Source: an optimization exercise on an open RTL-to-GDS flow (aim: small area, a short achievable clock period and few clock cycles). Production flows keep margins and buffers that such runs may drop. In this exercise RTL edits were held to simulation tests only and were not proved equivalent to the original. Power is estimated from default activity; no workload was simulated.

==> module contrl, before the edit <==
module contrl(input clk,
              input reset,
              input des_enable,
              input des_mode,
              output reg idle,
              output reg first,
              output reg active,
              output reg ready_o,
              output reg one_l,
              output reg one_r,
              output reg two_l,
              output reg two_r);
	reg [3:0] cnt;
	wire last = (cnt == 4'd15);
	wire [3:0] cnt_n = active ? cnt + 4'd1 : 4'd0;
	wire one_n = (cnt_n == 4'd0) || (cnt_n == 4'd7) || (cnt_n == 4'd14);
	always @(posedge clk or negedge reset)
		if (reset == 1'b0) begin
			idle <= 1'b1;
			active <= 1'b0;
			ready_o <= 1'b0;
		end else begin
			idle <= idle & ~des_enable;
			active <= idle ? des_enable : (active & ~last);
			ready_o <= ready_o | (active & last);
		end
	always @(posedge clk) begin
		cnt <= cnt_n;
		first <= idle;
		one_l <= one_n & ~des_mode;
		one_r <= one_n & des_mode;
		two_l <= ~one_n & ~des_mode;
		two_r <= ~one_n & des_mode;
	end
endmodule
==> module des, before the edit <==
module  des(input clk,
            input des_enable,
            input reset,
            input des_mode,
            input [1:64] data_i,
            input [1:64] key_i,
            output wire [1:64] data_o,
            output reg ready_o);
	wire [1:32] L_i_var, R_i_var;
	wire [1:28] C0, D0;
	wire [1:32] f;
	wire [1:56] Key_next;
	reg [1:32] L, R;
	reg [1:48] A;
	reg [1:56] K;
	wire idle, first, active, one_l, one_r, two_l, two_r;
	IP IP1(.in(data_i), .L_i_var(L_i_var), .R_i_var(R_i_var));
	IP_ni IP_ni(.in({R, L}), .out(data_o));
	pc_1 pc_1(.key_i(key_i), .C0(C0), .D0(D0));
	des_f des_f1(.A(A), .f(f));
	key_get key_get(.K(K), .C0(C0), .D0(D0), .des_mode(des_mode), .idle(idle),
	                .one_l(one_l), .one_r(one_r), .two_l(two_l), .two_r(two_r),
	                .K_next(Key_next));
	wire [1:32] L_sel = idle ? R_i_var : first ? L_i_var : (ready_o ? R : L);
	wire [1:32] g = f & {32{active}};
	wire [1:32] R_next = L_sel ^ g;
	wire [1:48] A_pre = expand(L_sel) ^ pc2(Key_next);
	always @(posedge clk) begin
		R <= R_next;
		A <= A_pre ^ expand(g);
		if (!ready_o) L <= R;
		K <= Key_next;
	end
	contrl contrl1(.clk(clk), .reset(reset), .des_enable(des_enable), .des_mode(des_mode),
	               .idle(idle), .first(first), .active(active), .ready_o(ready_o),
	               .one_l(one_l), .one_r(one_r), .two_l(two_l), .two_r(two_r));
	function [1:48] expand(input [1:32] x);
		expand = {x[32],x[1],x[2],x[3],x[4],x[5],
		          x[4],x[5],x[6],x[7],x[8],x[9],
		          x[8],x[9],x[10],x[11],x[12],x[13],
		          x[12],x[13],x[14],x[15],x[16],x[17],
		          x[16],x[17],x[18],x[19],x[20],x[21],
		          x[20],x[21],x[22],x[23],x[24],x[25],
		          x[24],x[25],x[26],x[27],x[28],x[29],
		          x[28],x[29],x[30],x[31],x[32],x[1]};
	endfunction
	function [1:48] pc2(input [1:56] k);
		pc2 = {k[14],k[17],k[11],k[24],k[1],k[5],
		       k[3],k[28],k[15],k[6],k[21],k[10],
		       k[23],k[19],k[12],k[4],k[26],k[8],
		       k[16],k[7],k[27],k[20],k[13],k[2],
		       k[41],k[52],k[31],k[37],k[47],k[55],
		       k[30],k[40],k[51],k[45],k[33],k[48],
		       k[44],k[49],k[39],k[56],k[34],k[53],
		       k[46],k[42],k[50],k[36],k[29],k[32]};
	endfunction
endmodule
Settings: LEC_CHECK=0, ABC_AREA=1, CAP_MARGIN=20, CORE_MARGIN=2, CORE_UTILIZATION=55, PLACE_DENSITY=0.7, SETUP_SLACK_MARGIN=3.0, SLEW_MARGIN=20, TNS_END_PERCENT=0, BUFFER_PORTS_ARGS=-buffer_cell sky130_fd_sc_hd__buf_1; clock period 5.0 ns.
standard.sh (not shown) runs the stock make flow with config.mk's settings and CLKGATE_MAP_FILE= SYNTH_SCRIPT=/design/flow/synth_recipe.tcl, a recipe that flattens the netlist after the stock synthesis.
==> flow/flow/run.sh <==
#!/bin/bash
# The standard layout, with the port buffers that the standard flow puts on
# every input and output made as sky130_fd_sc_hd__buf_1 cells (plain buffers)
# instead of the delay buffers buffer_ports picks by default.
set -euo pipefail
echo 'export BUFFER_PORTS_ARGS = -buffer_cell sky130_fd_sc_hd__buf_1' >> config.mk
bash standard.sh > standard.log 2>&1
Testbench counts at the start, summed over its fixed seeds: cycles 43,200.
==> next run, changes <==
--- a/flow/design.v
+++ b/flow/design.v
@@ -1181,9 +1181,8 @@
               input reset,
               input des_enable,
               input des_mode,
               output reg idle,
-              output reg first,
               output reg active,
               output reg ready_o,
               output reg one_l,
               output reg one_r,
@@ -1204,9 +1203,8 @@
 			ready_o <= ready_o | (active & last);
 		end
 	always @(posedge clk) begin
 		cnt <= cnt_n;
-		first <= idle;
 		one_l <= one_n & ~des_mode;
 		one_r <= one_n & des_mode;
 		two_l <= ~one_n & ~des_mode;
 		two_r <= ~one_n & des_mode;
@@ -1226,28 +1224,28 @@
 	wire [1:56] Key_next;
 	reg [1:32] L, R;
 	reg [1:48] A;
 	reg [1:56] K;
-	wire idle, first, active, one_l, one_r, two_l, two_r;
+	wire idle, active, one_l, one_r, two_l, two_r;
 	IP IP1(.in(data_i), .L_i_var(L_i_var), .R_i_var(R_i_var));
 	IP_ni IP_ni(.in({R, L}), .out(data_o));
 	pc_1 pc_1(.key_i(key_i), .C0(C0), .D0(D0));
 	des_f des_f1(.A(A), .f(f));
 	key_get key_get(.K(K), .C0(C0), .D0(D0), .des_mode(des_mode), .idle(idle),
 	                .one_l(one_l), .one_r(one_r), .two_l(two_l), .two_r(two_r),
 	                .K_next(Key_next));
-	wire [1:32] L_sel = idle ? R_i_var : first ? L_i_var : (ready_o ? R : L);
+	wire [1:32] L_sel = idle ? R_i_var : (ready_o ? R : L);
 	wire [1:32] g = f & {32{active}};
 	wire [1:32] R_next = L_sel ^ g;
 	wire [1:48] A_pre = expand(L_sel) ^ pc2(Key_next);
 	always @(posedge clk) begin
 		R <= R_next;
 		A <= A_pre ^ expand(g);
-		if (!ready_o) L <= R;
+		L <= idle ? L_i_var : (ready_o ? L : R);
 		K <= Key_next;
 	end
 	contrl contrl1(.clk(clk), .reset(reset), .des_enable(des_enable), .des_mode(des_mode),
-	               .idle(idle), .first(first), .active(active), .ready_o(ready_o),
+	               .idle(idle), .active(active), .ready_o(ready_o),
 	               .one_l(one_l), .one_r(one_r), .two_l(two_l), .two_r(two_r));
 	function [1:48] expand(input [1:32] x);
 		expand = {x[32],x[1],x[2],x[3],x[4],x[5],
 		          x[4],x[5],x[6],x[7],x[8],x[9],
What happened: Total power is higher by a few percent; worst setup slack gets better by 0.11 ns; die area is higher slightly; non-clock buffer count is higher by 2; sequential power is higher by a few percent; fmax is higher by a few percent; wire length is lower by a few percent; hold slack is about the same.
Testbench counts after the change, summed over its fixed seeds: cycles 43,200.

==> what the ideal ports hide <==
The flow's constraints put no driver on any port. The routed layouts listed below were extracted and timed again, unchanged, in two steps.
Step 1 assumes that a clkbuf_16 drives the clock port and a buf_2 every other input.
Step 2 times the ports against the registers' clock, not the clock port: input delays grow and output delays shrink by t, the midpoint of the rising clock arrivals with the driver on.
Slacks: ideal / step 1 / step 2; pairs: ideal / step 1.
| run | t (ns) | setup WS [ns] | hold WS [ns] | worst setup path at the end | cell pins on the clock port's net |
|---|---|---|---|---|---|
| the first run | 0.499 | 2.848 / 2.797 / 2.456 | 0.359 / 0.340 / 0.457 | input to register | 1 |
| the second run | 0.486 | 2.956 / 2.913 / 2.588 | 0.359 / 0.352 / 0.500 | input to register | 1 |
After both steps every run listed still meets setup and hold. For the first run, which loses most, drivers alone change the setup slack by -0.051 ns; drivers and shift together by -0.392 ns.
